This is an optimization exercise on Yosys and OpenROAD, whose aim is small area, not a production implementation. In this exercise RTL edits were held to simulation tests only and were not proved equivalent to the original. No run shown here takes its clock network from TritonCTS; it comes from the design's own scripts or RTL. The clock input has no modelled driver; a real chip could not lean on it and would need a root buffer or a full tree. Power is estimated from default activity; no workload was simulated.

## flow/config.mk

```make
export PLATFORM = sky130hd
export DESIGN_NAME = sorting_system
export DESIGN_NICKNAME = sorting_system
export VERILOG_FILES = /design/flow/design.v
export SDC_FILE = /design/flow/constraint.sdc
export NUM_CORES = 4
export LEC_CHECK = 0
export CAP_MARGIN = 20
export CORE_MARGIN = 2
export CORE_UTILIZATION = 65
export SLEW_MARGIN = 20
```

## flow/flow/my.abc

```
strash
&get -n
&deepsyn -T 20
&put
dch -f
&get -n
&nf -R 1000 -p
&put
```

## flow/design.v

```verilog
`timescale 1ns / 1ps
module sorting_system(
    input wire clk,
    input wire rst_n,            
    input wire btn_manual_1,
    input wire btn_manual_2,
    input wire sensor_out,
    output wire s0, s1,
    output wire s2, s3,
    output wire led_r, led_g, led_b,
    input wire ir_sensor,
    output wire servo_pwm_1,
    output wire servo_pwm_2,
    output wire led_ir_status
);
    reg [11:0] q;
    wire wrap  = q[11] & q[9] & q[2] & q[1];       
    wire below = ~|q[11:7];                        
    wire eq146 = q[7] & q[6] & q[4] & q[2];
    always @(posedge clk) begin
        if (rst_n | wrap) q <= 12'd66;
        else              q <= q + 12'd1;
    end
    wire [1:0] color;
    color_core cc (
        .clk(clk), .rst(rst_n), .sensor_out(sensor_out), .wrap(wrap),
        .s2(s2), .s3(s3), .color(color),
        .led_r(led_r), .led_g(led_g), .led_b(led_b)
    );
    assign s0 = 1'b1;
    assign s1 = 1'b1;
    reg ir_s1, ir_s2;
    always @(posedge clk) begin
        if (rst_n) begin
            ir_s1 <= 1'b1;
            ir_s2 <= 1'b1;
        end else begin
            ir_s1 <= ir_sensor;
            ir_s2 <= ir_s1;
        end
    end
    wire ir_edge = ir_s2 & ~ir_s1;
    assign led_ir_status = ~ir_s2;
    servo #(.W(15), .WAIT_END(26252)) sv1 (
        .clk(clk), .rst(rst_n), .btn(btn_manual_1),
        .trig(ir_edge & ~color[1] & color[0]),
        .q7(q[6:0]), .below(below), .eq146(eq146), .pwm(servo_pwm_1)
    );
    servo #(.W(16), .WAIT_END(50002)) sv2 (
        .clk(clk), .rst(rst_n), .btn(btn_manual_2),
        .trig(ir_edge & color[1] & ~color[0]),
        .q7(q[6:0]), .below(below), .eq146(eq146), .pwm(servo_pwm_2)
    );
endmodule
module color_core(
    input clk, rst, sensor_out, wrap,
    output reg s2, s3,
    output reg [1:0] color,
    output led_r, led_g, led_b
);
    reg sd1, sd2;
    wire edge_ = sd1 & ~sd2;
    reg [10:0] x, m;
    reg [9:0] s;
    reg [1:0] who;     
    reg off;           
    reg on;
    always @(posedge clk) begin
        if (rst) sd1 <= 1'b0;
        else sd1 <= sensor_out;
    end
    always @(posedge clk) sd2 <= sd1;
    wire red_ch = ~s3, blue_ch = ~s2 & s3, green_ch = s2;
    wire sfull = (s == 10'd712);               
    always @(posedge clk) begin
        if (rst | wrap) x <= 11'd0;
        else if (edge_) x <= {x[9:0], ~(x[10] ^ x[8])};
    end
    reg p;
    wire eq = x == m;
    always @(posedge clk) begin
        if (rst | wrap) p <= 1'b0;
        else if (edge_ & eq) p <= 1'b1;
    end
    always @(posedge clk) begin
        if (rst | (wrap & blue_ch)) s <= 10'd0;
        else if (edge_ & ~wrap & ~sfull) s <= {s[8:0], ~(s[9] ^ s[6])};
    end
    always @(posedge clk) begin
        if (rst) begin s2 <= 1'b0; s3 <= 1'b0; end
        else if (wrap) begin s2 <= ~s2 & s3; s3 <= ~s2; end
    end
    wire gt = p;    
    always @(posedge clk) begin
        if (rst) m <= 11'd0;
        else if (wrap & (green_ch | (red_ch & gt))) m <= x;
    end
    always @(posedge clk) begin
        if (wrap & red_ch) who <= {~gt & ~eq, gt};
        else if (wrap & blue_ch) begin
            if (gt) who <= 2'b11;
            else if (eq) who <= 2'b00;
        end
    end
    always @(posedge clk) if (wrap & blue_ch) off <= ~sfull;
    always @(posedge clk) begin
        if (rst) begin color <= 2'd0; on <= 1'b0; end
        else if (wrap & green_ch) begin
            if (off) on <= 1'b0;
            else if (who != 2'd0) begin color <= who; on <= 1'b1; end
        end
    end
    assign led_r = on & ~color[1] & color[0];
    assign led_g = on & color[1] & ~color[0];
    assign led_b = on & color[1] & color[0];
endmodule
module servo #(
    parameter W = 16,
    parameter WAIT_END = 50002
)(
    input clk, rst, btn, trig,
    input [6:0] q7,
    input below, eq146,
    output reg pwm
);
    localparam [W-1:0] RET_START = {W{1'b1}} - 84;
    localparam [W-1:0] HOLD_END  = RET_START - 1;
    localparam [W-1:0] MH_START  = RET_START - 30085;
    localparam [W-1:0] NXT  = WAIT_END + 1;            
    localparam [W-1:0] SETM = MH_START & ~NXT;
    localparam [W-1:0] CLRM = ~MH_START & NXT;
    localparam IDLE=2'b00, WAIT=2'b01, MH=2'b11, RET=2'b10;
    reg [1:0] st;
    reg [W-1:0] t;
    wire wait_end = (t & WAIT_END) == WAIT_END;
    wire hold_end = (t & HOLD_END) == HOLD_END;
    wire ret_end  = &t[6:0];
    wire idle = (st == IDLE);
    wire to_mh = (st == WAIT) & wait_end;
    wire [W-1:0] t_inc = t + 1'b1;
    always @(posedge clk) begin
        if (idle) t <= {{(W-1){1'b0}}, btn};
        else if (to_mh) t <= (t_inc | SETM) & ~CLRM;    
        else t <= t_inc;
    end
    always @(posedge clk) begin
        if (rst) begin
            st <= IDLE; pwm <= 1'b0;
        end else begin
            case (st)
                MH:  pwm <= below | (pwm & ~eq146);
                RET: pwm <= below | (pwm & (q7 < ~t[6:0]));
                default: pwm <= below;
            endcase
            case (st)
                IDLE: if (btn | trig) st <= WAIT;
                WAIT: if (wait_end) st <= MH;
                MH:   if (hold_end) st <= RET;
                default: if (ret_end) st <= trig ? WAIT : IDLE;
            endcase
        end
    end
endmodule
```

## flow/constraint.sdc

```tcl
create_clock -name core_clock -period 8.0 [get_ports {clk}]
set_input_delay 1.6000 -clock core_clock [delete_from_list [all_inputs] [get_ports {clk}]]
set_output_delay 1.6000 -clock core_clock [all_outputs]
set_load 0.01 [all_outputs]
```

## flow/flow/run.sh

```bash
#!/bin/bash
# Own flow: the standard flow (standard.sh), with
#  - the combinational logic mapped for area (flow/my_synth.tcl); the registers
#    are checked to be the standard synthesis's, else the standard netlist is kept,
#  - port buffers of the smallest buffer cell,
#  - a flat clock tree of a few clock buffers (flow/cts_hook.tcl).
# Each tool's output goes to a log file of its own in this folder.
set -euo pipefail
W=$(pwd)
R=$W/orfs/results/$FLOW_PLATFORM/sorting_system/base

# 1. standard synthesis: the reference for the registers
bash standard.sh synth > $W/std_synth.log 2>&1
cp $R/1_2_yosys.v $W/std_1_2_yosys.v

# 2. the same synthesis mapped for area, in its own work home
sed -e "s#SYNTH_SCRIPT=[^ ]*#SYNTH_SCRIPT=$W/flow/my_synth.tcl#" \
    -e "s#WORK_HOME=[^ ]*#WORK_HOME=$W/orfs_area#" standard.sh > $W/area_synth.sh
if MY_ABC_SCRIPT=$W/flow/my.abc FLOW_SYNTH_TCL=$W/synth_recipe.tcl \
   bash $W/area_synth.sh synth > $W/area_synth.log 2>&1; then
  A=$W/orfs_area/results/$FLOW_PLATFORM/sorting_system/base/1_2_yosys.v
  if python3 $W/flow/regs.py $W/std_1_2_yosys.v $A > $W/regs_check.log 2>&1; then
    cp $A $R/1_2_yosys.v
    echo "using the area synthesis" >> $W/regs_check.log
  fi
fi

# 3. the rest of the standard flow
MY_CLK_GROUPS=${MY_CLK_GROUPS:-5} MY_CLK_BUF=${MY_CLK_BUF:-sky130_fd_sc_hd__clkbuf_8} \
MY_CLK_ROOT=${MY_CLK_ROOT-sky130_fd_sc_hd__clkbuf_2} \
bash standard.sh \
  "BUFFER_PORTS_ARGS=-buffer_cell sky130_fd_sc_hd__buf_1" \
  "PRE_CTS_TCL=$W/flow/cts_hook.tcl" \
  finish > $W/finish.log 2>&1
```

## flow/standard.sh

```bash
#!/bin/bash
# synth_recipe.tcl (not shown) runs the flow's synth.tcl, then flattens the netlist and writes it again
# the make line also repeats each setting of config.mk as NAME=value (left out here)
make -C /OpenROAD-flow-scripts/flow DESIGN_CONFIG=/design/flow/config.mk WORK_HOME=/design/flow/orfs CLKGATE_MAP_FILE= SYNTH_SCRIPT=/design/flow/synth_recipe.tcl "${@:-finish}"
```

## flow/flow/cts_hook.tcl

```tcl
# Sourced before CTS (PRE_CTS_TCL). Replaces clock_tree_synthesis with a small
# two-level clock tree: the flip-flops are split by position (recursive
# bisection) into MY_CLK_GROUPS groups, each driven by one MY_CLK_BUF placed at
# its centroid; a root MY_CLK_ROOT buffer (if set) drives those from the clock
# port. Every register sees the same number of buffers.
# split group g into k groups of nearly equal size, cutting along the longer side
proc my_split {g k} {
  if {$k <= 1} { return [list $g] }
  set xs [lsort -integer [lmap e $g {lindex $e 0}]]
  set ys [lsort -integer [lmap e $g {lindex $e 1}]]
  set dx [expr {[lindex $xs end] - [lindex $xs 0]}]
  set dy [expr {[lindex $ys end] - [lindex $ys 0]}]
  set s [lsort -integer -index [expr {$dx >= $dy ? 0 : 1}] $g]
  set k1 [expr {$k / 2}]
  set h [expr {([llength $s] * $k1 + $k / 2) / $k}]
  return [concat [my_split [lrange $s 0 [expr {$h - 1}]] $k1] \
                 [my_split [lrange $s $h end] [expr {$k - $k1}]]]
}
proc clock_tree_synthesis {args} {
  set block [ord::get_db_block]
  set dbu [$block getDbUnitsPerMicron]
  set sinks {}
  foreach pin [get_pins -of_objects [get_nets clk]] {
    if {[get_property $pin direction] != "input"} { continue }
    set inst [sta::sta_to_db_inst [get_cells -of_objects $pin]]
    set loc [$inst getLocation]
    lappend sinks [list [lindex $loc 0] [lindex $loc 1] $pin]
  }
  set k $::env(MY_CLK_GROUPS)
  set groups [my_split $sinks $k]
  puts "flat clock tree: [llength $sinks] sinks, [llength $groups] groups of $::env(MY_CLK_BUF), root $::env(MY_CLK_ROOT)"
  set i 0
  set leaf_in {}
  set tx 0; set ty 0
  foreach g $groups {
    set sx 0; set sy 0; set pins {}
    foreach e $g {
      set sx [expr {$sx + [lindex $e 0]}]
      set sy [expr {$sy + [lindex $e 1]}]
      lappend pins [lindex $e 2]
    }
    set m [llength $g]
    set cx [expr {double($sx) / $m / $dbu}]
    set cy [expr {double($sy) / $m / $dbu}]
    set tx [expr {$tx + $cx}]; set ty [expr {$ty + $cy}]
    insert_buffer -buffer_cell $::env(MY_CLK_BUF) -net clk -load_pins $pins \
      -location [list $cx $cy] -buffer_name clkleaf_$i -net_name clknet_leaf_$i
    incr i
  }
  if {$::env(MY_CLK_ROOT) ne ""} {
    # the clock port now drives only the leaf buffers' inputs
    set leaf_in {}
    foreach pin [get_pins -of_objects [get_nets clk]] {
      if {[get_property $pin direction] == "input"} { lappend leaf_in $pin }
    }
    insert_buffer -buffer_cell $::env(MY_CLK_ROOT) -net clk -load_pins $leaf_in \
      -location [list [expr {$tx / $i}] [expr {$ty / $i}]] -buffer_name clkroot -net_name clknet_root
  }
  set_propagated_clock [all_clocks]
}
```

## flow/flow/regs.py

```python
# regs.py STD.v NEW.v: exit 0 if both netlists hold the same registers
# (instance names and cell types, drive strength ignored).
import re, sys
def regs(path):
    txt = open(path).read()
    out = set()
    for m in re.finditer(r'^\s*sky130_fd_sc_hd__(\w+?)_\d+\s+(\S+)\s*\(', txt, re.M):
        kind, name = m.group(1), m.group(2)
        if kind.startswith(('df', 'edf', 'sdf', 'dl', 'sdl')):
            out.add((kind, name))
    return out
a, b = regs(sys.argv[1]), regs(sys.argv[2])
print(len(a), 'registers in the standard synthesis,', len(b), 'in the area synthesis')
for x in sorted(a ^ b):
    print('differs:', x)
sys.exit(0 if a == b and a else 1)
```

## flow/flow/my_synth.tcl

```tcl
# The standard flow's synthesis script with two changes that only affect how the
# combinational logic is mapped (registers are mapped before either runs):
#  - ABC runs an area-oriented script instead of ORFS's delay-oriented one,
#  - adders are left to ABC instead of being extracted into half/full adder cells.
proc abc {args} {
  set out {}
  set skip 0
  foreach a $args {
    if {$skip} { set skip 0; continue }
    if {$a in {-script -D -constr}} { set skip 1; continue }
    lappend out $a
  }
  yosys abc {*}$out -script $::env(MY_ABC_SCRIPT)
}
proc extract_fa {args} { puts "extract_fa skipped" }
source $::env(FLOW_SYNTH_TCL)
```

==> summary.txt, run 1 <==
Run status
  – Status: complete, no violations

Die
  – Starting density of the core: 66.3%
  – Die Y: 78.3 µm
  – Core footprint: 5410 µm²
  – Boundary Pins: 16
  – Site row count: 27
  – Total Die Area: 6120 µm²
  – Die X: 78.3 µm

Place
  – Gp weighted congestion: 0.775
  – I/O Buffers: 13
  – HPWL Detailed: 4690 µm

STA
  – Worst relative slew slack: 34.2%
  – Minimum clock period: 3.42 ns
  – Slew Limit Fails: 0
  – Setup TNS: 0 ns
  – Peak Freq: 0.292 GHz
  – Final setup fails: 0
  – Final Skew: 0.00925 ns
  – Crit share post-route: 42.8%
  – Final hold violation count: 0
  – Tightest Pin Transition: 0.979 ns
  – RSZ-0062 raised after global routing: false
  – Fin Hold WS: 0.356 ns

Route
  – DRC errors left: 0
  – DRT Wirelength: 6740 µm
  – Drt wl/cell: 14.8 µm
  – Routed vias/inst: 6.07
  – Drt first pass iters: 4
  – Via count: 2767
  – Antenna Nets Post-Route: 0
  – Number of DRC markers in iteration 0: 159

Power and ir drop
  – Sw power: 0.163 mW
  – Total power per unit cell area: 188 nW/µm²
  – Combinational share of power: 5.0%
  – Clock Power Share: 26.3%
  – Internal power: 0.551 mW
  – Switch share: 22.8%
  – Pleak: 1.37 nW
  – VDD IR-drop max: 0.177 mV
  – Share of power burned in registers: 68.7%

GRT
  – Initial antenna violation count: 0
  – Vias in the first global route: 2604
  – First-pass GRT wire length: 11700 µm
  – Largest net degree at the start of global routing: 20
  – GRT overflow: 0
  – Global-route usage over all layers: 22.1%

Clock network
  – Hold-fix buffers, CTS: 0
  – Reg clk slew, reported paths: 0.10 ns
  – # resized after CTS: 0
  – Post-CTS Setup Bufs: 0
  – Clock Latency Late Sink: 0.46 ns

Setup path
  – Crit Path Max Fanout: 19
  – Crit path required time: 8.41 ns
  – Crit Path Category: in2reg
  – Worst Setup Start Kind: input pin
  – Crit path DAT: 3.83 ns
  – Critical path origin: rst_n
  – Crit end category: flip-flop
  – R2r startpoint: sv2.t[1]

Final layout
  – Nets: 392
  – Share of cells above drive strength 1: 2.08%
  – Ant. Diodes: 0
  – Fillers: 431
  – Area Overhead vs Synth: 5.97%

Synthesis
  – Yosys warns: 4
  – Cells after Synth: 365
  – Average cell area after synthesis: 9.82 µm²
  – Cell Area, Synth: 3580 µm²

Run
  – Maxcap violations: 0

Worst hold path
  – Hold Path Origin: cc.sd1
  – Hold Path Class: reg2reg
==> through the flow <==
step	cells	cell area (µm²)	util, %	setup slack [ns]	total power, mW
6_report	456	3800	70.3	4.58	0.714
5_1_grt	456	3800	70.3	4.31	0.741
4_1_cts	456	3790	70.2	4.63	0.718
3_5_place_dp	450	3720	68.8	4.14	0.537
3_3_place_gp	450	3720	68.8	4.27	0.535
2_1_floorplan	366	3590	-	4.96	0.524
==> cell usage in the layout (no fill, tap or decap), types with 8 or more instances in the layout <==
| cell | n |
|---|---|
| a21oi_1 | 36 |
| a22o_1 | 33 |
| and3_1 | 15 |
| buf_1 | 13 |
| dfxtp_1 | 91 |
| nand2_1 | 20 |
| nor2_1 | 26 |
| nor3_1 | 22 |
| o21a_1 | 9 |
| o21ai_0 | 11 |
| xnor2_1 | 10 |
| xor2_1 | 8 |
==> area by class of cell, clock buffers not listed <==
type,count,area (µm²),share of cell area (%)
sequential,94,1910,50.3
multi-input combinational,263,1640,43.2
tap,72,90.1,2.37
timing repair buffer,14,56.3,1.48
inverter,7,26.3,0.692
==> power by group through the flow <==
stage	clock network [mW]	logic (mW)	registers (mW)
2_1_floorplan	0	0.0260	0.498
3_3_place_gp	0	0.0341	0.501
3_5_place_dp	0	0.0354	0.501
4_1_cts	0.191	0.0356	0.491
5_1_grt	0.208	0.0411	0.493
6_report	0.187	0.0356	0.491
==> critical path, stage by stage <==
cell    delay, ns
buf_1        0.63
nor2_1       0.24
and3_1       0.32
nor3_1       0.77
a22o_1       0.25
==> per-layer routing <==
layer,GRT usage [%],vias to the layer above,wire length [µm]
met5,0,-,0
met4,3.68,0,117
met3,1.95,12,254
met2,38.0,47,3070
met1,31.1,1295,3300
li1,-,1413,-
==> sequential cells by signal (all words and copies together), names as in the netlist <==
name,flops
cc.on,1
sv1.pwm,1
cc.s3,1
cc.who,2
cc.sd1,1
sv2.t,16
sv2.st,2
cc.color,2
cc.off,1
cc.s,10
cc.p,1
cc.s2,1
ir_s1,1
sv1.st,2
cc.sd2,1
sv2.pwm,1
sv1.t,15
q,12
cc.m,11
cc.x,11
ir_s2,1
==> final timing paths <==
path | depth (start not counted) | slack (ns) | end
worst max register to register | 10 | 5.26 | sv2.t[15]
worst min-delay path | 0 | 0.36 | cc.sd2
worst min register to register | 0 | 0.36 | cc.sd2
worst max-delay path | 5 | 4.58 | cc.s[0]
==> run 2, diff against run 1 <==
--- a/flow/design.v
+++ b/flow/design.v
@@ -41,12 +41,12 @@
     end
     wire ir_edge = ir_s2 & ~ir_s1;
     assign led_ir_status = ~ir_s2;
-    servo #(.W(15), .WAIT_END(26252)) sv1 (
+    servo #(.UW(8), .TAPS(8'd184), .S_B(129), .E_W(13708), .M_W(30707), .NXT(27533), .MH_START(22054), .H_E(11562), .M_H(32757)) sv1 (
         .clk(clk), .rst(rst_n), .btn(btn_manual_1),
         .trig(ir_edge & ~color[1] & color[0]),
         .q7(q[6:0]), .below(below), .eq146(eq146), .pwm(servo_pwm_1)
     );
-    servo #(.W(16), .WAIT_END(50002)) sv2 (
+    servo #(.UW(9), .TAPS(9'd272), .S_B(129), .E_W(27730), .M_W(63469), .NXT(55379), .MH_START(38822), .H_E(35882), .M_H(61397)) sv2 (
         .clk(clk), .rst(rst_n), .btn(btn_manual_2),
         .trig(ir_edge & color[1] & ~color[0]),
         .q7(q[6:0]), .below(below), .eq146(eq146), .pwm(servo_pwm_2)
@@ -115,33 +115,33 @@
     assign led_b = on & color[1] & color[0];
 endmodule
 module servo #(
-    parameter W = 16,
-    parameter WAIT_END = 50002
+    parameter UW = 9,            
+    parameter TAPS = 9'h110,     
+    parameter S_B = 129, E_W = 0, M_W = 0, NXT = 0, MH_START = 0, H_E = 0, M_H = 0
 )(
     input clk, rst, btn, trig,
     input [6:0] q7,
     input below, eq146,
     output reg pwm
 );
-    localparam [W-1:0] RET_START = {W{1'b1}} - 84;
-    localparam [W-1:0] HOLD_END  = RET_START - 1;
-    localparam [W-1:0] MH_START  = RET_START - 30085;
-    localparam [W-1:0] NXT  = WAIT_END + 1;            
-    localparam [W-1:0] SETM = MH_START & ~NXT;
-    localparam [W-1:0] CLRM = ~MH_START & NXT;
+    localparam TW = UW + 7;
+    localparam [TW-1:0] SETM = MH_START & ~NXT;
+    localparam [TW-1:0] CLRM = ~MH_START & NXT;
     localparam IDLE=2'b00, WAIT=2'b01, MH=2'b11, RET=2'b10;
     reg [1:0] st;
-    reg [W-1:0] t;
-    wire wait_end = (t & WAIT_END) == WAIT_END;
-    wire hold_end = (t & HOLD_END) == HOLD_END;
-    wire ret_end  = &t[6:0];
+    reg [TW-1:0] t;
+    wire [UW-1:0] u = t[TW-1:7];
+    wire [6:0] l = t[6:0];
+    wire [TW-1:0] t_step = {u[UW-2:0], ~^(u & TAPS), l + 7'd1};
+    wire wait_end = ((t ^ E_W) & M_W) == 0;
+    wire hold_end = ((t ^ H_E) & M_H) == 0;
+    wire ret_end  = &l;
     wire idle = (st == IDLE);
     wire to_mh = (st == WAIT) & wait_end;
-    wire [W-1:0] t_inc = t + 1'b1;
     always @(posedge clk) begin
-        if (idle) t <= {{(W-1){1'b0}}, btn};
-        else if (to_mh) t <= (t_inc | SETM) & ~CLRM;    
-        else t <= t_inc;
+        if (idle) t <= btn ? S_B : 0;
+        else if (to_mh) t <= (t_step | SETM) & ~CLRM;    
+        else t <= t_step;
     end
     always @(posedge clk) begin
         if (rst) begin
@@ -149,7 +149,7 @@
         end else begin
             case (st)
                 MH:  pwm <= below | (pwm & ~eq146);
-                RET: pwm <= below | (pwm & (q7 < ~t[6:0]));
+                RET: pwm <= below | (pwm & (q7 < ~l));
                 default: pwm <= below;
             endcase
             case (st)
==> run 2 against run 1 <==
Still clean on timing, DRC and antenna. Fmax rose by 16%. Critical path depth up 1. Clock skew is 0.0019 ns lower. Largest cell class unchanged.
==> summary.txt, run 2 <==
Synthesis
  – Yosys warns: 4
  – Cell Area, Synth: 3530 µm²
  – Average cell area after synthesis: 9.89 µm²
  – Cells after Synth: 357

Run status
  – Status: complete, no violations

Die
  – Boundary Pins: 16
  – Die Y: 77.7 µm
  – Core footprint: 5170 µm²
  – Site row count: 26
  – Die X: 77.7 µm
  – Total Die Area: 6040 µm²
  – Starting density of the core: 68.2%

Setup path
  – Total number of cells along the worst setup path: 6
  – Critical path cell sequence: buf_1 -> buf_4 -> nor2b_1 -> and3_1 -> nor3_1 -> a22o_1
  – Crit Path Max Fanout: 20
  – Crit Path Category: in2reg
  – Worst path max stage delay: 0.77 ns
  – Crit path max-delay family: simple AND/OR/NAND/NOR gates
  – Slowest-stage cell, CP: nor3_1
  – Crit end category: flip-flop
  – Worst Path Buf+Inv: 2
  – R2R depth: 5
  – Worst Setup Start Kind: input pin
  – Crit path DAT: 3.35 ns
  – Crit path required time: 8.41 ns

STA
  – Final Skew: 0.00738 ns
  – Minimum clock period: 2.94 ns
  – Crit share post-route: 36.8%
  – Peak Freq: 0.340 GHz
  – Slew Limit Fails: 0
  – Fin Hold WS: 0.356 ns
  – Final setup fails: 0
  – Worst relative slew slack: 33.7%
  – RSZ-0062 raised after global routing: false
  – Final hold violation count: 0
  – Tightest Pin Transition: 0.986 ns
  – Setup TNS: 0 ns

Final layout
  – Most common cell after layout, fill and taps aside: dfxtp_1
  – Area Overhead vs Synth: 6.06%
  – Nets: 385
  – Max FFs per register: 16
  – Biggest regs: sv2.t (16), sv1.t (15), q (12)
  – Largest register by flop count: sv2.t
  – Fillers: 405
  – Final non-filler cell area: 3740 µm²
  – Fin util: 72.4%
  – Register area: 1910 µm²
  – Footprint of the multi-input gates: 1570 µm²
  – Share of cells above drive strength 1: 2.12%
  – Ant. Diodes: 0
  – Most frequent cells in the layout: dfxtp_1 (91), nor2_1 (38), a22o_1 (33), a21oi_1 (27), nor3_1 (18)

GRT
  – Initial antenna violation count: 0
  – Largest net degree at the start of global routing: 21
  – Vias in the first global route: 2417
  – Global-route usage over all layers: 20.9%
  – First-pass GRT wire length: 10900 µm
  – GRT overflow: 0

Route
  – Drt first pass iters: 4
  – DRT Wirelength: 6320 µm
  – Number of DRC markers in iteration 0: 126
  – Via count: 2622
  – DRC errors left: 0
  – Antenna Nets Post-Route: 0
  – Drt wl/cell: 14.1 µm
  – Routed vias/inst: 5.87

Power and ir drop
  – Total power per unit cell area: 191 nW/µm²
  – Pleak: 1.31 nW
  – VDD IR-drop max: 0.170 mV

Clock network
  – Post-CTS Setup Bufs: 0
  – # resized after CTS: 0
  – Hold-fix buffers, CTS: 0
  – Clock Latency Late Sink: 0.46 ns
  – Reg clk slew, reported paths: 0.11 ns

Place
  – I/O Buffers: 13
  – HPWL Detailed: 4430 µm
  – Gp weighted congestion: 0.838
  – Cell area after placement: 3670 µm²

Run
  – Maxcap violations: 0

Worst hold path
  – Hold depth: 0
  – Hold Path Class: reg2reg
[run 2: area by class of cell, clock buffers not listed]
cell class	instances	share of cell area [%]
inverters	11	1.10
well taps	70	2.34
repair buffers	15	1.70
flip-flops and latches	94	51.1
multi-input cells	251	41.8
[run 2: where the power goes]
part	switching (mW)	internal (mW)
logic	0.0216	0.0139
registers	0.0126	0.481
clock network	0.128	0.0593
total	0.162	0.554
[run 2: per-stage QoR]
step                      power, mW  worst slack [ns]  instances
after floorplan               0.527              4.98        358
after global placement        0.539              4.63        441
after detailed placement      0.539              4.62        441
after CTS                     0.722              5.12        447
after global routing          0.746              4.93        447
final                         0.717              5.06        447
[run 2: layer usage]
metal | part of all wire (%) | vias to the layer above | track usage (%) | routed length [µm]
met5 | 0 | - | 0 | 0
met4 | 1.4 | 0 | 2.68 | 89
met3 | 2.3 | 10 | 1.40 | 147
met2 | 46 | 32 | 34.1 | 2880
met1 | 51 | 1224 | 31.5 | 3200
li1 | - | 1356 | - | -
[run 2: worst paths after layout]
kind / slack, ns / start / endpoint
worst max-delay path: 5.06 / rst_n / cc.s[0]
worst min-delay path: 0.36 / cc.sd1 / cc.sd2
worst max register to register: 5.51 / q[1] / cc.s[0]
worst min register to register: 0.36 / cc.sd1 / cc.sd2
==> run 3, diff against run 2 <==
--- a/flow/flow/run.sh
+++ b/flow/flow/run.sh
@@ -26,8 +26,8 @@
 fi
 
 # 3. the rest of the standard flow
-MY_CLK_GROUPS=${MY_CLK_GROUPS:-5} MY_CLK_BUF=${MY_CLK_BUF:-sky130_fd_sc_hd__clkbuf_8} \
-MY_CLK_ROOT=${MY_CLK_ROOT-sky130_fd_sc_hd__clkbuf_2} \
+MY_CLK_GROUPS=${MY_CLK_GROUPS:-3} MY_CLK_BUF=${MY_CLK_BUF:-sky130_fd_sc_hd__buf_12} \
+MY_CLK_ROOT=${MY_CLK_ROOT-} \
 bash standard.sh \
   "BUFFER_PORTS_ARGS=-buffer_cell sky130_fd_sc_hd__buf_1" \
   "PRE_CTS_TCL=$W/flow/cts_hook.tcl" \
--- a/flow/config.mk
+++ b/flow/config.mk
@@ -8,4 +8,5 @@
 export CAP_MARGIN = 20
 export CORE_MARGIN = 2
 export CORE_UTILIZATION = 65
+export GPL_TIMING_DRIVEN = 0
 export SLEW_MARGIN = 20
==> run 3 against run 2 <==
Cell area decreased by 0.23%. Clock power decreased by 8%. Sequential power about the same. Synthesized cell count stayed put. Area after synthesis is the same. Combinational power increased by 3%. Critical path depth is 1 lower. Critical path type unchanged. Highest routed layer unchanged.
==> summary.txt, run 3 <==
Die
  – Boundary Pins: 16
  – Die Y: 77.7 µm
  – Die X: 77.7 µm
  – Core footprint: 5170 µm²
  – Total Die Area: 6040 µm²
  – Site row count: 26
  – Starting density of the core: 68.2%

Final layout
  – Footprint of the multi-input gates: 1570 µm²
  – Final non-filler cell area: 3730 µm²
  – Nets: 382
  – Biggest regs: sv2.t (16), sv1.t (15), q (12)
  – Area Overhead vs Synth: 5.81%
  – Largest register by flop count: sv2.t
  – Most frequent cells in the layout: dfxtp_1 (91), nor2_1 (38), a22o_1 (33), a21oi_1 (27), nor3_1 (18)
  – Share of cells above drive strength 1: 1.60%
  – Fillers: 409
  – Fin util: 72.2%
  – Ant. Diodes: 0
  – Register area: 1910 µm²
  – Max FFs per register: 16
  – Most common cell after layout, fill and taps aside: dfxtp_1

GRT
  – Met2 Use GR: 37.3%
  – First-pass GRT wire length: 11000 µm
  – Largest net degree at the start of global routing: 33
  – Vias in the first global route: 2429
  – GRT overflow: 0
  – Met3 Resource Use GR: 0.814%
  – Most Crowded Layer GR: met2
  – Grt met1 use: 30.3%
  – Initial antenna violation count: 0
  – Global-route usage over all layers: 21.2%

Setup path
  – Crit path max-delay family: simple AND/OR/NAND/NOR gates
  – Terminus of the critical flop-to-flop path: cc.s[0]
  – Crit end category: flip-flop
  – Worst Setup Start Kind: input pin
  – Worst Path Buf+Inv: 1
  – Critical path cell sequence: buf_1 -> nor2b_1 -> and3_1 -> nor3_1 -> a22o_1
  – Crit path DAT: 3.89 ns
  – Crit path required time: 8.09 ns
  – Reg-to-reg slack, setup: 5.41 ns
  – Crit Path Max Fanout: 20
  – Slowest-stage cell, CP: nor3_1
  – R2r startpoint: q[1]
  – Total number of cells along the worst setup path: 5
  – Crit Path Category: in2reg
  – Worst path max stage delay: 0.80 ns
  – Critical path origin: rst_n
  – Worst Setup EP: cc.s[0]
  – R2R depth: 5

STA
  – Peak Freq: 0.263 GHz
  – Final setup fails: 0
  – Final hold violation count: 0
  – RSZ-0062 raised after global routing: false
  – Slew Limit Fails: 0
  – Setup TNS: 0 ns
  – Crit share post-route: 47.5%
  – Minimum clock period: 3.80 ns
  – Final Skew: 0.0120 ns
  – Worst relative slew slack: 32.1%
  – Tightest Pin Transition: 1.01 ns
  – PnR worst setup slack: 4.20 ns

Power and ir drop
  – VDD IR-drop max: 0.230 mV
  – Tot Pwr: 0.703 mW
  – Pleak: 1.29 nW
  – Total power per unit cell area: 188 nW/µm²

Place
  – Gp weighted congestion: 0.833
  – I/O Buffers: 13
  – Worst slack at placement: 4.03 ns
  – Cell area after placement: 3670 µm²
  – HPWL Detailed: 4430 µm

Route
  – Via count: 2679
  – Antenna Nets Post-Route: 0
  – Drt wl/cell: 14.3 µm
  – Number of DRC markers in iteration 0: 125
  – Drt first pass iters: 5
  – DRC errors left: 0
  – Routed vias/inst: 6.03
  – DRT Wirelength: 6350 µm

Run status
  – Status: complete, no violations

Synthesis
  – Cell Area, Synth: 3530 µm²
  – Yosys warns: 4
  – Average cell area after synthesis: 9.89 µm²
  – Cells after Synth: 357

Clock network
  – # resized after CTS: 0
  – Hold-fix buffers, CTS: 0
  – Reg clk slew, reported paths: 0.11 ns
  – Clock Latency Late Sink: 0.15 ns
  – Post-CTS Setup Bufs: 0

Worst hold path
  – Hold Path Class: reg2reg

Run
  – Maxcap violations: 0
## run 3: worst min-delay path by stage
stage               startpoint  endpoint  slack (ns)  cells past startpoint
finish                  cc.sd1    cc.sd2        0.35                      0
floorplan               cc.sd1    cc.sd2        0.32                      0
CTS                     cc.sd1    cc.sd2        0.36                      0
global placement        cc.sd1    cc.sd2        0.33                      0
detailed placement      cc.sd1    cc.sd2        0.34                      0
global route            cc.sd1    cc.sd2        0.37                      0
## run 3: layout make-up, clock buffers not listed
| cell class | instances | share of cell area (%) |
|---|---|---|
| Buffer | 2 | 0.402 |
| Inverter | 11 | 1.11 |
| Multi-Input combinational cell | 251 | 42.0 |
| Sequential cell | 94 | 51.2 |
| Tap cell | 70 | 2.35 |
| Timing Repair Buffer | 13 | 1.31 |
## run 3: worst register-to-register path: stages (launching register included)
cell,delay [ns]
dfxtp_1,0.52
nand4_1,0.31
nor2b_1,0.31
and3_1,0.34
nor3_1,0.80
a22o_1,0.26
## run 3: through the flow
stage / cells / hold slack, ns
after global routing: 444 / 0.369
final: 444 / 0.355
after global placement: 441 / 0.335
after floorplan: 358 / 0.324
after CTS: 444 / 0.359
after detailed placement: 441 / 0.338
## run 3: power breakdown
part	internal [mW]	leakage [nW]	total [mW]	switching (mW)
registers	0.481	0.770	0.493	0.0125
logic	0.0140	0.496	0.0364	0.0224
clock network	0.0614	0.0282	0.173	0.112
total	0.556	1.29	0.703	0.147
## run 3: per-layer routing
metal,vias to the layer above,wire length (µm)
li1,1357,-
met1,1276,3070
met2,42,3060
met3,4,170
met4,0,54
met5,-,0
==> run 4, diff against run 3 <==
--- a/flow/config.mk
+++ b/flow/config.mk
@@ -8,5 +8,4 @@
 export CAP_MARGIN = 20
 export CORE_MARGIN = 2
 export CORE_UTILIZATION = 65
-export GPL_TIMING_DRIVEN = 0
 export SLEW_MARGIN = 20
==> run 4 against run 3 <==
Still clean. Final cell count is the same. First-iteration DRC count rose by 20%. Sequential share of layout area grew 0.069 points. Critical path depth grew 1. Sequential power about the same. Global-route usage down 0.47 points. Fmax is 16% higher. Largest power group unchanged. Highest routed layer unchanged.
==> summary.txt, run 4 <==
Route
  – Number of DRC markers in iteration 0: 150
  – Drt wl/cell: 14.1 µm
  – DRC errors left: 0
  – Drt first pass iters: 4
  – DRT Wirelength: 6260 µm
  – Antenna Nets Post-Route: 0
  – Via count: 2605
  – Routed vias/inst: 5.87

Run status
  – Status: complete, no violations

GRT
  – Vias in the first global route: 2392
  – GRT overflow: 0
  – First-pass GRT wire length: 10800 µm
  – Largest net degree at the start of global routing: 33
  – Initial antenna violation count: 0
  – Global-route usage over all layers: 20.7%

STA
  – Final hold violation count: 0
  – Fin Hold WS: 0.356 ns
  – Crit share post-route: 40.8%
  – Peak Freq: 0.307 GHz
  – RSZ-0062 raised after global routing: false
  – Tightest Pin Transition: 0.992 ns
  – Final Skew: 0.00549 ns
  – Minimum clock period: 3.26 ns
  – Setup TNS: 0 ns
  – PnR worst setup slack: 4.74 ns
  – Worst relative slew slack: 33.3%
  – Slew Limit Fails: 0
  – Final setup fails: 0

Run
  – Maxcap violations: 0

Setup path
  – Crit Path Category: in2reg
  – Crit path DAT: 3.36 ns
  – Crit Path Max Fanout: 20
  – Crit end category: flip-flop
  – Worst Setup Start Kind: input pin
  – Crit path required time: 8.09 ns

Clock network
  – Clock Latency Late Sink: 0.14 ns
  – Reg clk slew, reported paths: 0.11 ns
  – # resized after CTS: 0
  – Post-CTS Setup Bufs: 0
  – Hold-fix buffers, CTS: 0

Final layout
  – Final non-filler cell area: 3730 µm²
  – Biggest regs: sv2.t (16), sv1.t (15), q (12)
  – Area Overhead vs Synth: 5.67%
  – Largest register by flop count: sv2.t
  – Ant. Diodes: 0
  – Fin util: 72.1%
  – Share of cells above drive strength 1: 1.34%
  – Most common cell after layout, fill and taps aside: dfxtp_1
  – Finished Layout Cells: 444
  – Max FFs per register: 16
  – Nets: 382
  – Most frequent cells in the layout: dfxtp_1 (91), nor2_1 (38), a22o_1 (33), a21oi_1 (27), nor3_1 (18)

Place
  – I/O Buffers: 13
  – Gp weighted congestion: 0.838
  – HPWL Detailed: 4430 µm
  – Placed Instances: 441
  – Worst slack at placement: 4.62 ns
  – Cell area after placement: 3670 µm²

Power and ir drop
  – Tot Pwr: 0.700 mW
  – Pleak: 1.29 nW
  – VDD IR-drop max: 0.199 mV
  – Total power per unit cell area: 188 nW/µm²

Synthesis
  – Yosys warns: 4
  – Average cell area after synthesis: 9.89 µm²
  – Cells after Synth: 357
  – Cell Area, Synth: 3530 µm²

Die
  – Total Die Area: 6040 µm²
  – Die X: 77.7 µm
  – Core footprint: 5170 µm²
  – Die Y: 77.7 µm
  – Site row count: 26
  – Starting density of the core: 68.2%
  – Boundary Pins: 16

Worst hold path
  – Hold Path Class: reg2reg
==> run 4: power breakdown <==
part	internal, mW	switching [mW]
clock network	0.0613	0.110
registers	0.481	0.0125
logic	0.0139	0.0216
total	0.556	0.144
==> run 4: worst paths after layout <==
kind / startpoint / to / slack (ns) / cells past startpoint
worst max register to register: q[1] / cc.s[0] / 5.52 / 5
worst max-delay path: rst_n / cc.s[0] / 4.74 / 6
worst min register to register: cc.sd1 / cc.sd2 / 0.36 / 0
worst min-delay path: cc.sd1 / cc.sd2 / 0.36 / 0
==> run 4: metal layers <==
metal,routed length [µm],vias up,GRT usage [%]
met4,54,0,1.43
met1,3150,1219,31.1
met5,0,-,0
li1,-,1353,-
met3,131,4,0.814
met2,2930,29,34.7
==> run 4: final cells by class, clock buffers not listed <==
cell class | count | area, µm²
fill | 408 | 1440
tap | 70 | 87.6
timing repair buffer | 15 | 63.8
inverter | 11 | 41.3
multi-input combinational | 251 | 1570
sequential | 94 | 1910
==> run 4: worst max-delay path, stage by stage <==
cell and delay [ns]:
buf_1 0.06, buf_4 0.22, nor2b_1 0.15, and3_1 0.27
nor3_1 0.78, a22o_1 0.26
==> run 5, diff against run 4 <==
--- a/flow/config.mk
+++ b/flow/config.mk
@@ -5,7 +5,7 @@
 export SDC_FILE = /design/flow/constraint.sdc
 export NUM_CORES = 4
 export LEC_CHECK = 0
-export CAP_MARGIN = 20
+export CAP_MARGIN = 0
 export CORE_MARGIN = 2
 export CORE_UTILIZATION = 65
-export SLEW_MARGIN = 20
+export SLEW_MARGIN = 0
==> run 5 against run 4 <==
Sequential share of layout area unchanged. Combinational power about the same. Register-to-register slack about the same. Still clean. Synthesized cell count unchanged. First-iteration DRC count unchanged. Fmax unchanged. Final cell count unchanged. Flip-flop and latch count unchanged. Via count unchanged. Worst setup slack unchanged. Hold slack unchanged.
==> summary.txt, run 5 <==
Final layout
  – Max FFs per register: 16
  – Nets: 382
  – Final non-filler cell area: 3730 µm²
  – Ant. Diodes: 0
  – Most common cell after layout, fill and taps aside: dfxtp_1
  – Finished Layout Cells: 444
  – Most frequent cells in the layout: dfxtp_1 (91), nor2_1 (38), a22o_1 (33), a21oi_1 (27), nor3_1 (18)
  – Largest register by flop count: sv2.t
  – Area Overhead vs Synth: 5.67%
  – Share of cells above drive strength 1: 1.34%
  – Biggest regs: sv2.t (16), sv1.t (15), q (12)

Place
  – Cell area after placement: 3670 µm²
  – HPWL Detailed: 4430 µm
  – Placed Instances: 441
  – I/O Buffers: 13
  – Gp weighted congestion: 0.838

GRT
  – Largest net degree at the start of global routing: 33
  – GRT overflow: 0
  – Global-route usage over all layers: 20.7%
  – Vias in the first global route: 2392
  – First-pass GRT wire length: 10800 µm
  – Initial antenna violation count: 0

Route
  – Routed wl met3: 131 µm
  – Number of DRC markers in iteration 0: 150
  – Top Layer Used: met4
  – Routed vias/inst: 5.87
  – DRC errors left: 0
  – Wire length on met2: 2930 µm
  – Drt first pass iters: 4
  – Via count: 2605
  – Met1 WL: 3150 µm
  – DRT Wirelength: 6260 µm
  – Drt wl/cell: 14.1 µm
  – Antenna Nets Post-Route: 0

Power and ir drop
  – Share of power burned in registers: 70.5%
  – VDD IR-drop max: 0.199 mV
  – Clock Power Share: 24.5%
  – Internal power: 0.556 mW
  – Total power per unit cell area: 188 nW/µm²
  – Pleak: 1.29 nW
  – Switch share: 20.6%
  – Sw power: 0.144 mW
  – Combinational share of power: 5.1%

Die
  – Die X: 77.7 µm
  – Site row count: 26
  – Starting density of the core: 68.2%
  – Core footprint: 5170 µm²
  – Boundary Pins: 16
  – Total Die Area: 6040 µm²
  – Die Y: 77.7 µm

STA
  – Worst relative slew slack: 33.3%
  – Fin Hold WS: 0.356 ns
  – Setup TNS: 0 ns
  – Minimum clock period: 3.26 ns
  – Final setup fails: 0
  – Final hold violation count: 0
  – Tightest Pin Transition: 0.992 ns
  – Peak Freq: 0.307 GHz
  – Crit share post-route: 40.8%
  – Slew Limit Fails: 0
  – RSZ-0062 raised after global routing: false
  – Final Skew: 0.00549 ns

Run
  – Maxcap violations: 0

Synthesis
  – Average cell area after synthesis: 9.89 µm²
  – Cells after Synth: 357
  – Yosys warns: 4
  – Cell Area, Synth: 3530 µm²

Clock network
  – Post-CTS Setup Bufs: 0
  – # resized after CTS: 0
  – Reg clk slew, reported paths: 0.11 ns
  – Hold-fix buffers, CTS: 0
  – Clock Latency Late Sink: 0.14 ns

Setup path
  – Crit Path Category: in2reg
  – Crit path required time: 8.09 ns
  – Crit path DAT: 3.36 ns
  – Crit Path Max Fanout: 20
  – Worst Setup Start Kind: input pin
  – Crit end category: flip-flop

Worst hold path
  – Hold Path Class: reg2reg

Run status
  – Status: complete, no violations
-- run 5: final timing paths --
check,end,start,slack [ns],cells after the start
min,cc.sd2,cc.sd1,0.36,0
max reg2reg,cc.s[0],q[1],5.52,5
min reg2reg,cc.sd2,cc.sd1,0.36,0
max,cc.s[0],rst_n,4.74,6
-- run 5: power groups by stage --
stage / clock (mW) / combinational (mW) / sequential, mW
after floorplan: 0 / 0.0266 / 0.500
after global placement: 0 / 0.0350 / 0.504
after detailed placement: 0 / 0.0352 / 0.504
after CTS: 0.176 / 0.0354 / 0.493
after global routing: 0.194 / 0.0402 / 0.495
final: 0.171 / 0.0355 / 0.493
-- run 5: area by class of cell, clock buffers not listed --
| type | count | area, µm² |
|---|---|---|
| Multi-Input combinational cell | 251 | 1570 |
| Timing Repair Buffer | 15 | 63.8 |
| Inverter | 11 | 41.3 |
| Fill cell | 408 | 1440 |
| Sequential cell | 94 | 1910 |
| Tap cell | 70 | 87.6 |
-- run 5: stage by stage --
stage                     utilization [%]  power, mW  setup slack, ns
after floorplan                         -      0.527             4.98
after detailed placement             70.9      0.539             4.62
after global routing                 72.1      0.730             4.62
after CTS                            72.1      0.705             4.78
after global placement               70.9      0.539             4.63
final                                72.1      0.700             4.74
-- run 5: critical path: stages --
cell and delay [ns]:
buf_1 0.06, buf_4 0.22, nor2b_1 0.15, and3_1 0.27
nor3_1 0.78, a22o_1 0.26
-- run 5: metal layers --
metal / track usage (%) / vias up
met4: 1.43 / 0
met3: 0.814 / 4
met2: 34.7 / 29
met1: 31.1 / 1219
li1: - / 1353
met5: 0 / -
==> run 6, diff against run 5 <==
--- a/flow/design.v
+++ b/flow/design.v
@@ -63,7 +63,6 @@
     reg [10:0] x, m;
     reg [9:0] s;
     reg [1:0] who;     
-    reg off;           
     reg on;
     always @(posedge clk) begin
         if (rst) sd1 <= 1'b0;
@@ -76,11 +75,12 @@
         if (rst | wrap) x <= 11'd0;
         else if (edge_) x <= {x[9:0], ~(x[10] ^ x[8])};
     end
-    reg p;
+    reg pf;
     wire eq = x == m;
     always @(posedge clk) begin
-        if (rst | wrap) p <= 1'b0;
-        else if (edge_ & eq) p <= 1'b1;
+        if (rst | (wrap & ~blue_ch)) pf <= 1'b0;
+        else if (wrap) pf <= ~sfull;
+        else if (edge_ & eq & ~green_ch) pf <= 1'b1;
     end
     always @(posedge clk) begin
         if (rst | (wrap & blue_ch)) s <= 10'd0;
@@ -90,7 +90,7 @@
         if (rst) begin s2 <= 1'b0; s3 <= 1'b0; end
         else if (wrap) begin s2 <= ~s2 & s3; s3 <= ~s2; end
     end
-    wire gt = p;    
+    wire gt = pf;   
     always @(posedge clk) begin
         if (rst) m <= 11'd0;
         else if (wrap & (green_ch | (red_ch & gt))) m <= x;
@@ -102,11 +102,10 @@
             else if (eq) who <= 2'b00;
         end
     end
-    always @(posedge clk) if (wrap & blue_ch) off <= ~sfull;
     always @(posedge clk) begin
         if (rst) begin color <= 2'd0; on <= 1'b0; end
         else if (wrap & green_ch) begin
-            if (off) on <= 1'b0;
+            if (pf) on <= 1'b0;
             else if (who != 2'd0) begin color <= who; on <= 1'b1; end
         end
     end
--- a/flow/config.mk
+++ b/flow/config.mk
@@ -5,7 +5,7 @@
 export SDC_FILE = /design/flow/constraint.sdc
 export NUM_CORES = 4
 export LEC_CHECK = 0
-export CAP_MARGIN = 0
+export CAP_MARGIN = 20
 export CORE_MARGIN = 2
 export CORE_UTILIZATION = 65
-export SLEW_MARGIN = 0
+export SLEW_MARGIN = 20
==> run 6 against run 5 <==
Clock power is essentially flat. Register-to-register slack about the same. Cell area fell by 0.37%. Die area decreased by 0.31%. Worst setup slack worse by 0.62 ns. Final cell count decreased by 0.23%. Critical path type unchanged.
==> summary.txt, run 6 <==
Setup path
  – Crit Path Max Fanout: 18
  – Crit Path Category: in2reg
  – Crit path required time: 8.10 ns
  – Slowest-stage cell, CP: buf_1
  – Crit path DAT: 3.98 ns
  – Critical path cell sequence: buf_1 -> clkinv_1 -> and3_1 -> nor2b_1 -> nor3b_2 -> a22o_1
  – Worst Path Buf+Inv: 2
  – Worst path max stage delay: 0.56 ns
  – Crit end category: flip-flop
  – Crit path max-delay family: simple AND/OR/NAND/NOR gates
  – Worst Setup Start Kind: input pin

Place
  – HPWL Detailed: 4420 µm
  – Gp weighted congestion: 0.776
  – I/O Buffers: 13
  – Worst slack at placement: 3.59 ns

Die
  – Die X: 77.6 µm
  – Core footprint: 5170 µm²
  – Boundary Pins: 16
  – Site row count: 26
  – Total Die Area: 6020 µm²
  – Starting density of the core: 68.0%
  – Die Y: 77.6 µm

Route
  – DRC errors left: 0
  – Via count: 2653
  – Antenna Nets Post-Route: 0
  – Drt first pass iters: 4
  – Routed vias/inst: 5.99
  – Number of DRC markers in iteration 0: 157
  – Drt wl/cell: 14.1 µm
  – DRT Wirelength: 6260 µm

Power and ir drop
  – Clock Power Share: 24.6%
  – Switch share: 20.8%
  – VDD IR-drop max: 0.158 mV
  – Internal power: 0.550 mW
  – Sw power: 0.144 mW
  – Pleak: 1.36 nW
  – Combinational share of power: 5.0%
  – Total power per unit cell area: 187 nW/µm²
  – Share of power burned in registers: 70.5%

GRT
  – GRT overflow: 0
  – Initial antenna violation count: 0
  – Global-route usage over all layers: 21.1%
  – Vias in the first global route: 2417
  – Largest net degree at the start of global routing: 32
  – First-pass GRT wire length: 10900 µm

Final layout
  – Most common cell after layout, fill and taps aside: dfxtp_1
  – Nets: 381
  – Largest register by flop count: sv2.t
  – Most frequent cells in the layout: dfxtp_1 (91), nor2_1 (41), a22o_1 (32), a21oi_1 (27), nand2_1 (23)
  – Max FFs per register: 16
  – Fillers: 394
  – Ant. Diodes: 0
  – Area Overhead vs Synth: 5.62%
  – Biggest regs: sv2.t (16), sv1.t (15), q (12)
  – Share of cells above drive strength 1: 1.34%

STA
  – RSZ-0062 raised after global routing: false
  – Worst relative slew slack: 49.2%
  – Tightest Pin Transition: 0.759 ns
  – Crit share post-route: 48.5%
  – Minimum clock period: 3.88 ns
  – Peak Freq: 0.258 GHz
  – Final setup fails: 0
  – PnR worst setup slack: 4.12 ns
  – Setup TNS: 0 ns
  – Final hold violation count: 0
  – Final Skew: 0.00862 ns
  – Slew Limit Fails: 0
  – Fin Hold WS: 0.354 ns

Synthesis
  – Yosys warns: 4
  – Cells after Synth: 357
  – Average cell area after synthesis: 9.86 µm²
  – Cell Area, Synth: 3520 µm²

Clock network
  – # resized after CTS: 0
  – Clock Latency Late Sink: 0.14 ns
  – Reg clk slew, reported paths: 0.11 ns
  – Hold-fix buffers, CTS: 0
  – Post-CTS Setup Bufs: 0

Run
  – Maxcap violations: 0

Worst hold path
  – Hold Path Class: reg2reg

Run status
  – Status: complete, no violations
run 6: path summary, 6_finish.rpt:
kind	from	end	slack (ns)	cells after the start
worst max register to register	q[1]	cc.s[0]	5.52	5
worst min register to register	cc.sd1	cc.sd2	0.35	0
worst max-delay path	rst_n	cc.s[0]	4.12	6
worst min-delay path	cc.sd1	cc.sd2	0.35	0
run 6: metrics by stage:
stage | cell area, µm² | power (mW) | utilization, % | std cells
after floorplan | 3520 | 0.522 | - | 358
after global placement | 3650 | 0.532 | 70.6 | 440
after detailed placement | 3650 | 0.534 | 70.6 | 440
after CTS | 3710 | 0.699 | 71.7 | 443
after global routing | 3720 | 0.720 | 71.8 | 443
final | 3720 | 0.694 | 71.8 | 443
run 6: final cells by class, clock buffers not listed:
cell class	instances	area (µm²)	area share, %
tap	70	87.6	2.36
timing repair buffer	14	56.3	1.52
sequential	93	1880	50.6
inverter	8	30.0	0.808
multi-input combinational	255	1600	43.1
run 6: metal layers:
metal | GRT usage (%) | wire length [µm] | vias up
met1 | 31.3 | 3080 | 1261
met2 | 36.0 | 2940 | 33
met4 | 1.61 | 57 | 0
li1 | - | - | 1354
met3 | 0.930 | 177 | 5
met5 | 0 | 0 | -
run 6: power groups by stage:
stage | sequential (mW) | clock (mW) | combinational (mW)
after global routing | 0.491 | 0.190 | 0.0393
final | 0.489 | 0.170 | 0.0345
after CTS | 0.489 | 0.176 | 0.0344
after detailed placement | 0.499 | 0 | 0.0343
after floorplan | 0.495 | 0 | 0.0262
after global placement | 0.499 | 0 | 0.0333
==> run 7, diff against run 6 <==
--- a/flow/flow/run.sh
+++ b/flow/flow/run.sh
@@ -26,8 +26,8 @@
 fi
 
 # 3. the rest of the standard flow
-MY_CLK_GROUPS=${MY_CLK_GROUPS:-3} MY_CLK_BUF=${MY_CLK_BUF:-sky130_fd_sc_hd__buf_12} \
-MY_CLK_ROOT=${MY_CLK_ROOT-} \
+MY_CLK_GROUPS=${MY_CLK_GROUPS:-5} MY_CLK_BUF=${MY_CLK_BUF:-sky130_fd_sc_hd__clkbuf_8} \
+MY_CLK_ROOT=${MY_CLK_ROOT-sky130_fd_sc_hd__clkbuf_2} \
 bash standard.sh \
   "BUFFER_PORTS_ARGS=-buffer_cell sky130_fd_sc_hd__buf_1" \
   "PRE_CTS_TCL=$W/flow/cts_hook.tcl" \
==> run 7 against run 6 <==
Hold slack got worse by 0.0011 ns. Total power increased by 2.5%. Utilization up 0.27 points. Critical path depth did not move. Area after synthesis unchanged. Clock power increased by about 10%. Worst setup slack better by 0.21 ns. Highest routed layer unchanged.
==> summary.txt, run 7 <==
Power and ir drop
  – Pleak: 1.37 nW
  – Share of power burned in registers: 68.8%
  – Internal power: 0.548 mW
  – Sw power: 0.163 mW
  – Clock Power Share: 26.4%
  – Switch share: 23.0%
  – VDD IR-drop max: 0.189 mV
  – Combinational share of power: 4.9%
  – Total power per unit cell area: 191 nW/µm²

STA
  – Tightest Pin Transition: 0.842 ns
  – Worst relative slew slack: 43.9%
  – Minimum clock period: 3.67 ns
  – Fin Hold WS: 0.353 ns
  – Final hold violation count: 0
  – Crit share post-route: 45.8%
  – RSZ-0062 raised after global routing: false
  – Final Skew: 0.00649 ns
  – Final setup fails: 0
  – Setup TNS: 0 ns
  – Slew Limit Fails: 0
  – Peak Freq: 0.273 GHz

GRT
  – Vias in the first global route: 2468
  – GRT overflow: 0
  – Initial antenna violation count: 0
  – Global-route usage over all layers: 21.8%
  – Largest net degree at the start of global routing: 20
  – First-pass GRT wire length: 11200 µm

Route
  – DRT Wirelength: 6480 µm
  – Drt first pass iters: 4
  – Drt wl/cell: 14.5 µm
  – Top Layer Used: met4
  – Routed wl met3: 245 µm
  – Routed vias/inst: 5.92
  – Wire length on met2: 2950 µm
  – Antenna Nets Post-Route: 0
  – DRC errors left: 0
  – Via count: 2641
  – Number of DRC markers in iteration 0: 160
  – Met1 WL: 3210 µm

Die
  – Site row count: 26
  – Die Y: 77.6 µm
  – Boundary Pins: 16
  – Total Die Area: 6020 µm²
  – Die X: 77.6 µm
  – Starting density of the core: 68.0%
  – Core footprint: 5170 µm²

Run
  – Maxcap violations: 0

Setup path
  – Worst Setup Start Kind: input pin
  – Slowest-stage cell, CP: buf_1
  – Critical path origin: rst_n
  – Crit end category: flip-flop
  – Critical path cell sequence: buf_1 -> clkinv_1 -> and3_1 -> nor2b_1 -> nor3b_2 -> a22o_1
  – Crit path required time: 8.42 ns
  – Crit Path Category: in2reg
  – R2R depth: 5
  – Crit Path Max Fanout: 18
  – Reg-to-reg slack, setup: 5.52 ns
  – Crit path DAT: 4.08 ns
  – Terminus of the critical flop-to-flop path: cc.s[0]
  – R2r startpoint: q[1]
  – Worst path max stage delay: 0.61 ns
  – Worst Setup EP: cc.s[0]

Clock network
  – Reg clk slew, reported paths: 0.11 ns
  – Post-CTS Setup Bufs: 0
  – # resized after CTS: 0
  – Hold-fix buffers, CTS: 0
  – Clock Latency Late Sink: 0.47 ns

Place
  – HPWL Detailed: 4420 µm
  – Gp weighted congestion: 0.776
  – I/O Buffers: 13
  – Placed Instances: 440
  – Cell area after placement: 3650 µm²

Final layout
  – Fillers: 394
  – Most frequent cells in the layout: dfxtp_1 (91), nor2_1 (41), a22o_1 (32), a21oi_1 (27), nand2_1 (23)
  – Largest register by flop count: sv2.t
  – Area Overhead vs Synth: 6.01%
  – Ant. Diodes: 0
  – Share of cells above drive strength 1: 2.13%
  – Biggest regs: sv2.t (16), sv1.t (15), q (12)
  – Finished Layout Cells: 446
  – Nets: 384
  – Max FFs per register: 16
  – Final non-filler cell area: 3730 µm²
  – Most common cell after layout, fill and taps aside: dfxtp_1

Synthesis
  – Average cell area after synthesis: 9.86 µm²
  – Cells after Synth: 357
  – Cell Area, Synth: 3520 µm²
  – Yosys warns: 4

Run status
  – Status: complete, no violations

Worst hold path
  – Hold Path Class: reg2reg
run 7: how the worst min path moves through the flow:
stage,from,to,cells after the start
floorplan,cc.sd1,cc.sd2,0
global placement,cc.sd1,cc.sd2,0
detailed placement,cc.sd1,cc.sd2,0
CTS,cc.sd1,cc.sd2,0
global route,cc.sd1,cc.sd2,0
finish,cc.sd1,cc.sd2,0
run 7: power by group through the flow:
stage,registers (mW),clock network (mW),logic (mW)
floorplan,0.495,0,0.0262
global placement,0.499,0,0.0333
detailed placement,0.499,0,0.0343
CTS,0.489,0.194,0.0345
global route,0.491,0.211,0.0394
finish,0.489,0.187,0.0348
run 7: worst max-delay path: cells and delay by family:
kind                   cells  cell delay (ns)
AND/OR/NAND/NOR            3             1.27
AO/OA/AOI/OAI              1             0.23
buffers and inverters      2             0.96
run 7: metrics by stage:
step / total power [mW] / worst slack, ns / util, %
global placement: 0.532 / 3.74 / 70.6
floorplan: 0.522 / 4.85 / -
global route: 0.741 / 4.22 / 72.1
CTS: 0.717 / 4.10 / 72.0
finish: 0.711 / 4.33 / 72.1
detailed placement: 0.534 / 3.59 / 70.6
run 7: cell type report, clock buffers not listed:
| type | count | area, µm² | share of cell area, % |
|---|---|---|---|
| inverter | 8 | 30.0 | 0.805 |
| timing repair buffer | 14 | 56.3 | 1.51 |
| sequential | 93 | 1880 | 50.5 |
| tap | 70 | 87.6 | 2.35 |
| multi-input combinational | 255 | 1600 | 42.9 |
run 7: metal layers:
layer | vias to the layer above | track usage (%)
li1 | 1352 | -
met4 | 0 | 2.50
met2 | 43 | 37.4
met5 | - | 0
met1 | 1237 | 31.2
met3 | 9 | 1.98

## re-timing with driven ports
In the flow no input, the clock included, has a driving cell. The finished layouts below were timed again as built, in two steps.
Step 1 sets driving cells, clkbuf_16 on the clock port and buf_2 on the other inputs (assumed; they add their load-dependent delay and slew).
Step 2 times the ports against the registers' clock, not the clock port: input delays grow and output delays shrink by t, the midpoint of the rising clock arrivals with the driver on.
Slacks: ideal ports / drivers / drivers and shift; pairs: ideal ports / drivers.
run	t (ns)	setup WS [ns]	hold slack, ns	worst setup path at the end
run 1	0.484	4.580 / 4.581 / 4.097	0.356 / 0.356 / 0.356	input to register
run 2	0.481	5.058 / 5.060 / 4.579	0.356 / 0.356 / 0.356	input to register
run 3	0.208	4.200 / 4.239 / 4.031	0.355 / 0.355 / 0.355	input to register
run 4	0.205	4.738 / 4.778 / 4.573	0.356 / 0.356 / 0.356	input to register
run 5	0.205	4.738 / 4.778 / 4.573	0.356 / 0.356 / 0.356	input to register
run 6	0.207	4.120 / 4.162 / 3.955	0.354 / 0.354 / 0.354	input to register
run 7	0.485	4.334 / 4.332 / 3.847	0.353 / 0.353 / 0.353	input to register
After both steps every run listed still meets setup and hold. For run 7, which loses most, drivers alone change the setup slack by -0.002 ns; drivers and shift together by -0.487 ns.
